This design comes from an exercise in tuning for small area and a short achievable clock period on the open sky130 flow, not from production work.
RTL that was checked went through simulation tests only; none was proved equivalent to the original.
Function not checked in run 2: the RTL went through the layout flow alone.
Power is estimated from default activity; no workload was simulated.

## flow/design.v (module list and top-level ports; edited modules follow where they fit)
// module MULTI_32bit: 3354 lines
// module MULTI_32bit_fa: 6 lines
// module MULTI_32bit_ha: 6 lines
module MULTI_32bit(clk, rst, A, B, F);
  // ...
==> flow/flow/run.sh <==
#!/bin/bash
# The standard layout, but with port buffers of a plain buffer cell
# (buffer_ports otherwise picks a delay cell, clkdlybuf4s50_1).
set -euo pipefail
export BUFFER_PORTS_ARGS="-buffer_cell sky130_fd_sc_hd__buf_4"
bash standard.sh > make_finish.log 2>&1
==> flow/standard.sh <==
#!/bin/bash
# synth_recipe.tcl (not shown) runs the flow's synth.tcl, then flattens the netlist and writes it again
# the make line also repeats each setting of config.mk as NAME=value (left out here)
make -C /OpenROAD-flow-scripts/flow DESIGN_CONFIG=/design/flow/config.mk WORK_HOME=/design/flow/orfs CLKGATE_MAP_FILE= SYNTH_SCRIPT=/design/flow/synth_recipe.tcl "${@:-finish}"
==> flow/config.mk <==
export PLATFORM = sky130hd
export DESIGN_NAME = MULTI_32bit
export DESIGN_NICKNAME = MULTI_32bit
export VERILOG_FILES = /design/flow/design.v
export SDC_FILE = /design/flow/constraint.sdc
export NUM_CORES = 4
export LEC_CHECK = 0
export ABC_CLOCK_PERIOD_IN_PS = 2500
export CAP_MARGIN = 20
export CORE_MARGIN = 2
export CORE_UTILIZATION = 40
export CTS_BUF_LIST = sky130_fd_sc_hd__clkbuf_8
export SETUP_SLACK_MARGIN = 4.3
export SLEW_MARGIN = 20
export SYNTH_HIERARCHICAL = 1
export SYNTH_MINIMUM_KEEP_SIZE = 0
==> flow/constraint.sdc <==
create_clock -name core_clock -period 7.0 [get_ports {clk}]
set_input_delay 1.4000 -clock core_clock [delete_from_list [all_inputs] [get_ports {clk}]]
set_output_delay 1.4000 -clock core_clock [all_outputs]
set_load 0.01 [all_outputs]
==> out/results.ini, run 1 <==
[worst_setup_path]
reg2reg_to = r2_p22
start_kind = input port
path_cells = buf_4, ha_4, nand2_1, xor2_1, fa_1
path_max_fanout = 24
endpoint_kind = flop
cp.depth = 5

[finish]
top_register = F
buf_share = 0.05069
fin_nets = 2428
n_antenna_cell = 1
mostFrequentLayoutCells = dfxtp_1 (393), fa_1 (256), xnor2_1 (230), a22oi_1 (137), buf_4 (126)

[power]
swShare = 0.4090
switchingPower_w = 0.005371
power.share.clock = 0.155
power_density_mw_per_mm2 = 487.6

[hold_path]
holdPathEnd = F[31]

[cts]
clkTransAtPathRegs_ns = 0.06

[place]
port-buffer-count = 96
dpl_worst_slack_ns = 3.280

[routing]
vias_per_cell = 5.602
drt_pass1_iterations = 5
num_vias = 15600

[yosys]
synth_cells = 1899
syn-cell-area_mm2 = 0.02216
synthMuxAreaShare = 0.01044

[run_status]
status = no timing/DRC/antenna violations

==> run 2, diff against run 1 <==
--- a/flow/design.v
+++ b/flow/design.v
@@ -2522,16 +2522,38 @@
   assign pp341 = ((one320 & A[18]) | (two321 & A[17])) ^ neg322;
   assign pp342 = ((one320 & A[19]) | (two321 & A[18])) ^ neg322;
   assign pp343 = ((one320 & A[20]) | (two321 & A[19])) ^ neg322;
   assign pp344 = ((one320 & A[21]) | (two321 & A[20])) ^ neg322;
   assign pp345 = ((one320 & A[22]) | (two321 & A[21])) ^ neg322;
   assign pp346 = (one320 | (two321 & A[22])) ^ neg322;
   assign pp347 = (two321) ^ neg322;
   assign nn348 = ~neg322;
+  assign s477 = ~(A[4] ^ pp86);
+  assign c478 = A[4] | pp86;
+  assign s491 = ~(A[6] ^ pp115);
+  assign c492 = A[6] | pp115;
+  assign s503 = ~(A[8] ^ pp144);
+  assign c504 = A[8] | pp144;
+  assign s515 = ~(A[10] ^ pp173);
+  assign c516 = A[10] | pp173;
+  assign s525 = ~(A[12] ^ pp202);
+  assign c526 = A[12] | pp202;
+  assign s533 = ~(A[14] ^ pp231);
+  assign c534 = A[14] | pp231;
+  assign s541 = ~(A[16] ^ pp260);
+  assign c542 = A[16] | pp260;
+  assign s547 = ~(A[18] ^ pp289);
+  assign c548 = A[18] | pp289;
+  assign s551 = ~(A[20] ^ pp318);
+  assign c552 = A[20] | pp318;
+  assign s555 = ~(A[22] ^ pp347);
+  assign c556 = A[22] | pp347;
+  assign s939 = ~(r1_c47_0 ^ r1_c47_2);
+  assign c940 = r1_c47_0 | r1_c47_2;
   assign h941 = r1_c0_0 ^ r1_c0_1;
   assign h942 = r1_c1_0 ^ 1'b0;
   assign h943 = r1_c2_0 ^ 1'b0;
   assign h944 = s851 ^ r1_c3_2;
   assign h945 = c852 ^ s853;
   assign h946 = c854 ^ s855;
   assign h947 = c856 ^ s857;
   assign h948 = c858 ^ s859;
@@ -3110,56 +3132,46 @@
   MULTI_32bit_fa u_s461 (.a(A[2]), .b(neg3), .c(pp57), .s(s461), .co(c462));
   MULTI_32bit_fa u_s463 (.a(pp84), .b(pp111), .c(pp138), .s(s463), .co(c464));
   MULTI_32bit_fa u_s465 (.a(pp165), .b(pp192), .c(pp219), .s(s465), .co(c466));
   MULTI_32bit_fa u_s467 (.a(pp246), .b(pp273), .c(pp300), .s(s467), .co(c468));
   MULTI_32bit_fa u_s469 (.a(A[3]), .b(nn58), .c(nn29), .s(s469), .co(c470));
   MULTI_32bit_fa u_s471 (.a(pp85), .b(pp112), .c(pp139), .s(s471), .co(c472));
   MULTI_32bit_fa u_s473 (.a(pp166), .b(pp193), .c(pp220), .s(s473), .co(c474));
   MULTI_32bit_fa u_s475 (.a(pp247), .b(pp274), .c(pp301), .s(s475), .co(c476));
-  MULTI_32bit_fa u_s477 (.a(1'b1), .b(A[4]), .c(pp86), .s(s477), .co(c478));
   MULTI_32bit_fa u_s479 (.a(pp113), .b(pp140), .c(pp167), .s(s479), .co(c480));
   MULTI_32bit_fa u_s481 (.a(pp194), .b(pp221), .c(pp248), .s(s481), .co(c482));
   MULTI_32bit_fa u_s483 (.a(pp275), .b(pp302), .c(pp329), .s(s483), .co(c484));
   MULTI_32bit_fa u_s485 (.a(A[5]), .b(nn87), .c(pp114), .s(s485), .co(c486));
   MULTI_32bit_fa u_s487 (.a(pp141), .b(pp168), .c(pp195), .s(s487), .co(c488));
   MULTI_32bit_fa u_s489 (.a(pp222), .b(pp249), .c(pp276), .s(s489), .co(c490));
-  MULTI_32bit_fa u_s491 (.a(1'b1), .b(A[6]), .c(pp115), .s(s491), .co(c492));
   MULTI_32bit_fa u_s493 (.a(pp142), .b(pp169), .c(pp196), .s(s493), .co(c494));
   MULTI_32bit_fa u_s495 (.a(pp223), .b(pp250), .c(pp277), .s(s495), .co(c496));
   MULTI_32bit_fa u_s497 (.a(A[7]), .b(nn116), .c(pp143), .s(s497), .co(c498));
   MULTI_32bit_fa u_s499 (.a(pp170), .b(pp197), .c(pp224), .s(s499), .co(c500));
   MULTI_32bit_fa u_s501 (.a(pp251), .b(pp278), .c(pp305), .s(s501), .co(c502));
-  MULTI_32bit_fa u_s503 (.a(1'b1), .b(A[8]), .c(pp144), .s(s503), .co(c504));
   MULTI_32bit_fa u_s505 (.a(pp171), .b(pp198), .c(pp225), .s(s505), .co(c506));
   MULTI_32bit_fa u_s507 (.a(pp252), .b(pp279), .c(pp306), .s(s507), .co(c508));
   MULTI_32bit_fa u_s509 (.a(A[9]), .b(nn145), .c(pp172), .s(s509), .co(c510));
   MULTI_32bit_fa u_s511 (.a(pp199), .b(pp226), .c(pp253), .s(s511), .co(c512));
   MULTI_32bit_fa u_s513 (.a(pp280), .b(pp307), .c(pp334), .s(s513), .co(c514));
-  MULTI_32bit_fa u_s515 (.a(1'b1), .b(A[10]), .c(pp173), .s(s515), .co(c516));
   MULTI_32bit_fa u_s517 (.a(pp200), .b(pp227), .c(pp254), .s(s517), .co(c518));
   MULTI_32bit_fa u_s519 (.a(pp281), .b(pp308), .c(pp335), .s(s519), .co(c520));
   MULTI_32bit_fa u_s521 (.a(A[11]), .b(nn174), .c(pp201), .s(s521), .co(c522));
   MULTI_32bit_fa u_s523 (.a(pp228), .b(pp255), .c(pp282), .s(s523), .co(c524));
-  MULTI_32bit_fa u_s525 (.a(1'b1), .b(A[12]), .c(pp202), .s(s525), .co(c526));
   MULTI_32bit_fa u_s527 (.a(pp229), .b(pp256), .c(pp283), .s(s527), .co(c528));
   MULTI_32bit_fa u_s529 (.a(A[13]), .b(nn203), .c(pp230), .s(s529), .co(c530));
   MULTI_32bit_fa u_s531 (.a(pp257), .b(pp284), .c(pp311), .s(s531), .co(c532));
-  MULTI_32bit_fa u_s533 (.a(1'b1), .b(A[14]), .c(pp231), .s(s533), .co(c534));
   MULTI_32bit_fa u_s535 (.a(pp258), .b(pp285), .c(pp312), .s(s535), .co(c536));
   MULTI_32bit_fa u_s537 (.a(A[15]), .b(nn232), .c(pp259), .s(s537), .co(c538));
   MULTI_32bit_fa u_s539 (.a(pp286), .b(pp313), .c(pp340), .s(s539), .co(c540));
-  MULTI_32bit_fa u_s541 (.a(1'b1), .b(A[16]), .c(pp260), .s(s541), .co(c542));
   MULTI_32bit_fa u_s543 (.a(pp287), .b(pp314), .c(pp341), .s(s543), .co(c544));
   MULTI_32bit_fa u_s545 (.a(A[17]), .b(nn261), .c(pp288), .s(s545), .co(c546));
-  MULTI_32bit_fa u_s547 (.a(1'b1), .b(A[18]), .c(pp289), .s(s547), .co(c548));
   MULTI_32bit_fa u_s549 (.a(A[19]), .b(nn290), .c(pp317), .s(s549), .co(c550));
-  MULTI_32bit_fa u_s551 (.a(1'b1), .b(A[20]), .c(pp318), .s(s551), .co(c552));
   MULTI_32bit_fa u_s553 (.a(A[21]), .b(nn319), .c(pp346), .s(s553), .co(c554));
-  MULTI_32bit_fa u_s555 (.a(1'b1), .b(A[22]), .c(pp347), .s(s555), .co(c556));
   MULTI_32bit_ha u_s557 (.a(r1_c15_0), .b(r1_c15_1), .s(s557), .co(c558));
   MULTI_32bit_ha u_s559 (.a(r1_c16_0), .b(r1_c16_1), .s(s559), .co(c560));
   MULTI_32bit_ha u_s561 (.a(r1_c17_0), .b(r1_c17_1), .s(s561), .co(c562));
   MULTI_32bit_fa u_s563 (.a(r1_c18_0), .b(r1_c18_1), .c(r1_c18_2), .s(s563), .co(c564));
   MULTI_32bit_ha u_s565 (.a(r1_c18_3), .b(r1_c18_4), .s(s565), .co(c566));
   MULTI_32bit_fa u_s567 (.a(r1_c19_0), .b(r1_c19_1), .c(r1_c19_2), .s(s567), .co(c568));
   MULTI_32bit_ha u_s569 (.a(r1_c19_3), .b(r1_c19_4), .s(s569), .co(c570));
   MULTI_32bit_fa u_s571 (.a(r1_c20_0), .b(r1_c20_1), .c(r1_c20_2), .s(s571), .co(c572));
@@ -3341,26 +3353,54 @@
   MULTI_32bit_fa u_s923 (.a(s765), .b(s839), .c(c838), .s(s923), .co(c924));
   MULTI_32bit_fa u_s925 (.a(c766), .b(s841), .c(c840), .s(s925), .co(c926));
   MULTI_32bit_fa u_s927 (.a(s769), .b(s843), .c(c842), .s(s927), .co(c928));
   MULTI_32bit_fa u_s929 (.a(c770), .b(c844), .c(s845), .s(s929), .co(c930));
   MULTI_32bit_fa u_s931 (.a(c772), .b(s847), .c(c846), .s(s931), .co(c932));
   MULTI_32bit_fa u_s933 (.a(r1_c44_2), .b(s849), .c(c848), .s(s933), .co(c934));
   MULTI_32bit_fa u_s935 (.a(r1_c45_0), .b(r1_c45_1), .c(c850), .s(s935), .co(c936));
   MULTI_32bit_ha u_s937 (.a(r1_c46_0), .b(r1_c46_1), .s(s937), .co(c938));
-  MULTI_32bit_fa u_s939 (.a(1'b1), .b(r1_c47_0), .c(r1_c47_2), .s(s939), .co(c940));
   wire [47:0] p = {q1464, q1463, q1462, q1461, q1460, q1459, q1458, q1457, q1456, q1455, q1454, q1453, q1452, q1451, q1450, q1449, q1448, q1447, q1446, q1445, q1444, q1443, q1442, q1441, q1440, 1'b0, 1'b0, 1'b0, 1'b0, 1'b0, 1'b0, 1'b0, 1'b0, 1'b0, 1'b0, 1'b0, 1'b0, 1'b0, 1'b0, 1'b0, 1'b0, 1'b0, 1'b0, 1'b0, 1'b0, 1'b0, 1'b0, 1'b0};
   wire [7:0] e1 = r2_e + 8'd1;
   always @(posedge clk)
     F <= p[47] ? {r2_s, e1, p[46:24]} : {r2_s, r2_e, p[45:23]};
 endmodule
 module MULTI_32bit_fa(a, b, c, s, co);
   input a, b, c;
   output s, co;
   assign s = a ^ b ^ c;
   assign co = (a & b) | (a & c) | (b & c);
 endmodule
+module MULTI_32bit_enc(y2, y1, y0, one, two, neg);
+  input y2, y1, y0;
+  output one, two, neg;
+  assign one = y1 ^ y0;
+  assign two = (y2 & ~y1 & ~y0) | (~y2 & y1 & y0);
+  assign neg = y2 & ~(y1 & y0);
+endmodule
+module MULTI_32bit_c42(x1, x2, x3, x4, cin, s, carry, cout);
+  input x1, x2, x3, x4, cin;
+  output s, carry, cout;
+  wire t = x1 ^ x2;
+  wire v = t ^ x3 ^ x4;
+  assign cout = t ? x3 : x1;
+  assign s = v ^ cin;
+  assign carry = v ? cin : x4;
+endmodule
+module MULTI_32bit_c42n(x1, x2, x3, x4, s, carry, cout);
+  input x1, x2, x3, x4;
+  output s, carry, cout;
+  wire t = x1 ^ x2;
+  assign s = t ^ x3 ^ x4;
+  assign cout = t ? x3 : x1;
+  assign carry = ~s & x4;
+endmodule
+module MULTI_32bit_pp(one, two, t0, t1, pp);
+  input one, two, t0, t1;
+  output pp;
+  assign pp = (one & t0) | (two & t1);
+endmodule
 module MULTI_32bit_ha(a, b, s, co);
   input a, b;
   output s, co;
   assign s = a ^ b;
   assign co = a & b;
 endmodule
==> run 2 against run 1 <==
Routed wire length fell by 1.4%. Final area rose by 0.62%. Die area rose by 0.38%. Critical path depth rose by 6. First-iteration DRC count rose by 4.0%. Fmax fell by 6.9%. Power rose by 11%. Global-route usage fell by 0.60 points. Worst hold slack improved by 0.0064 ns. Register-to-register slack got worse by 0.21 ns. Core utilization rose by 0.21 points.
==> out/results.ini, run 2 <==
[worst_setup_path]
crit_start = r2_p8
path_max_fanout = 5  ; -79%
cp_data_required_time_ns = 7.53
worst_path_most_repeated_cell = buf_12
rr_worst_depth = 11
r2r_setup_slack_ns = 4.09
worst-setup-path-type = reg -> reg
endpoint_kind = flop
start_kind = flop
reg2reg_to = F[21]
cp_slowest_cell = a221oi_4
critPathTopFamily = compound AO/OA/AOI/OAI gates
path_cells = a21oi_4, o22ai_2, o41ai_2, nand4b_1, a221oi_4, o311ai_4, xor2_4, buf_12, buf_6, buf_12, mux2_1
crit_buf_inv = 3
crit_path_max_incr_delay_ns = 0.47
rr_startpoint = r2_p8
arrival_ns = 3.44

[power]
p_int_w = 0.008576
combPwrFrac = 0.572
swShare = 0.4117  ; +0.002760
power_density_mw_per_mm2 = 538.0  ; +10%
peakVddDrop_mv = 0.2984
total_power_w = 0.01458
p_leak_nw = 10.50
pwr-share-seq = 0.264
switchingPower_w = 0.006003  ; +12%
power.share.clock = 0.164  ; +0.009

[yosys]
synth_top_cell_by_area = dfxtp_1
syn-cell-area_mm2 = 0.02225  ; +0.39%
seq_area_frac_synth = 0.3572
synth_edf_count = 0
ys.flop_type = dfxtp_1
yosysMostFrequentCell = dfxtp_1
ys_ff_latch = 397
synth_top_cells_by_count = dfxtp_1 (397), xnor2_1 (292), fa_1 (255)
ys_types = 61
synth_cells = 1923  ; +1.3%
syn_area_per_cell_um2 = 11.57
synth_async_sr_flop_share = 0
synth.top_cell.area_share = 0.3572
synth.area.top_cells = dfxtp_1 (36%), fa_1 (23%), xnor2_1 (11%)
yosys_warnings = 7

[global_routing]
grtUsageTotal = 0.2514
overflow = 0
grt_pass1_wl_um = 106000
grt_max_degree = 56
antenna_found_initial = 3
grt_pass1_vias = 16550

[cts]
cts_tree = done
cts_root_buffer = clkbuf_8
clkTransAtPathRegs_ns = 0.06  ; about the same
clk_latency_ns = 0.67
cts_hold_buf = 0
cts_buffers = 70
cts_max_path_buffers = 3
cts_sinks = 397
cts.htree.levels = 3

[timing]
hold_violations = 0
layout_min_cycle_time_ns = 2.910
setup_tns_ns = 0
min_period_over_period = 0.4157
setup_viol = 0
tightest_slew_ns = 0.8370
fmax_mhz = 343.6
rsz0062_at_grt = yes
finClkSkew_ns = 0.04387
timing.final.max_slew_violations = 0
worst_slack_ns = 4.090
slew_headroom = 0.4412

[floorplan]
rows = 86
start_util = 0.4038
core_mm2 = 0.05509
pin_count = 98
dieArea_mm2 = 0.05753
die_h_um = 239.8
fp.dieW_um = 239.8

[finish]
mostFrequentLayoutCells = dfxtp_1 (384), xnor2_1 (289), fa_1 (236), a22oi_1 (138), buf_4 (114)
fin_nets = 2450  ; +0.91%
largest_register_ffs = 32
syn2layout_area_growth_pct = 21.80
final_layout_size_suffix_gt1_frac = 0.2487
top_register = F
top_regs = F: 32 flops, r1_e: 8 flops, r2_e: 8 flops
mostFrequentLayoutCell = dfxtp_1

[place]
dpl_worst_slack_ns = 3.195  ; -0.08528 ns
dpl.hpwl_um = 43090
gp_congestion = 0.8060
port-buffer-count = 96  ; unchanged

[routing]
vias_per_cell = 5.559  ; -0.78%
drc = 0
wl_per_cell_um = 25.24
drt-initial-drc-count = 1250
wl_um = 71190
ant_nets = 0
drt_pass1_iterations = 6  ; +1
num_vias = 15680  ; +0.51%

[hold_path]
worstHoldStart = r1_e[3]
hold_depth = 0
holdPathEnd = r2_e[3]
hp-class = reg -> reg

[run_status]
status = no timing/DRC/antenna violations

[run]
cap_violations = 0

-- run 2: repair_timing --
action                                  CTS  global route
buffers inserted                         13            26
pin swaps                                17            28
endpoints found under the setup margin  203           114
cloned                                   14             3
gates resized for setup                  58            57
-- run 2: cells by family (layout without fill, tap and decap cells) --
family / Yosys count / count (layout) / share of synthesized area
other cells: 0 / 2 / 0
simple gates: 198 / 198 / 0.04595
mux: 20 / 20 / 0.009785
buf+inv: 196 / 334 / 0.03397
fa+ha+maj: 367 / 367 / 0.2924
xor+xnor: 318 / 318 / 0.1255
compound gates: 427 / 437 / 0.1351
flops: 397 / 397 / 0.3572
-- run 2: worst max-delay path by stage --
| stage | to | slack [ns] | depth (start not counted) |
|---|---|---|---|
| final | F[21] | 4.09 | 11 |
| after global routing | F[13] | 3.95 | 12 |
| after CTS | F[21] | 4.15 | 11 |
| after detailed placement | r1_c17_3 | 3.19 | 6 |
| after global placement | r1_c17_3 | 3.17 | 6 |
| after floorplan | r1_e[7] | 4.13 | 9 |
-- run 2: through the flow --
step | util | cells | hold slack (ns) | cell area (um^2)
2_1_floorplan | - | 1923 | 0.3096 | 23850
3_3_place_gp | 0.4428 | 2637 | 0.3133 | 24390
3_5_place_dp | 0.4428 | 2637 | 0.3121 | 24390
4_1_cts | 0.4810 | 2790 | 0.3243 | 26500
5_1_grt | 0.4918 | 2819 | 0.3298 | 27090
6_report | 0.4919 | 2821 | 0.3231 | 27100
-- run 2: final cells by class --
type	count	area, um^2
fill	4934	27990
inverter	65	274.0
tap	748	935.9
sequential	397	7966
antenna	2	5.005
clock inverter	39	356.6
clock buffer	87	1197
timing repair buffer	143	1431
multi-input combinational	1340	14930
-- run 2: modules after synthesis, one instance, submodules excluded --
module	copies in the design	flops+latches	cells	cell area, um^2
MULTI_32bit_fa	254	0	1	20.02
MULTI_32bit_ha	31	0	1	12.51
MULTI_32bit	1	397	1638	16780
-- run 2: routing by layer --
| layer | vias up | global-route usage | share of wire | wire, um |
|---|---|---|---|---|
| met5 | - | 0 | 0 | 0 |
| met3 | 159 | 0.06223 | 0.084 | 5961 |
| met2 | 720 | 0.4052 | 0.47 | 33280 |
| met1 | 7981 | 0.3210 | 0.41 | 29370 |
| li1 | 6821 | - | - | - |
| met4 | 0 | 0.1077 | 0.036 | 2586 |
-- run 2: power by group through the flow --
stage	Clock [W]	Sequential [W]	Combinational [W]
finish	0.00239	0.00385	0.00834
global route	0.00254	0.00393	0.00928
CTS	0.00244	0.00383	0.00789
detailed placement	0	0.00386	0.00737
global placement	0	0.00385	0.00720
floorplan	0	0.00374	0.00464

static timing again, ports no longer ideal:
Ports are ideal in the flow. The routed layouts listed here were re-timed in OpenROAD.
Step 1, drivers: a clkbuf_16 drives clk and a buf_2 each remaining input, both assumed.
Step 2 also shifts input and output timing later by t, the mid clock arrival at the registers, as if the neighbouring blocks saw the same clock.
Three values: ideal, step 1, step 2; two values: the first two.
run | t (ns) | slack for setup (ns) | hold WS [ns]
run 1 | 0.693 | 4.292 / 4.297 / 3.623 | 0.317 / 0.317 / 0.317
run 2 | 0.697 | 4.090 / 4.090 / 3.622 | 0.323 / 0.323 / 0.323
After both steps setup and hold are still met in every run listed. For run 1, which loses most, drivers alone change the setup slack by +0.005 ns; drivers and shift together by -0.669 ns.
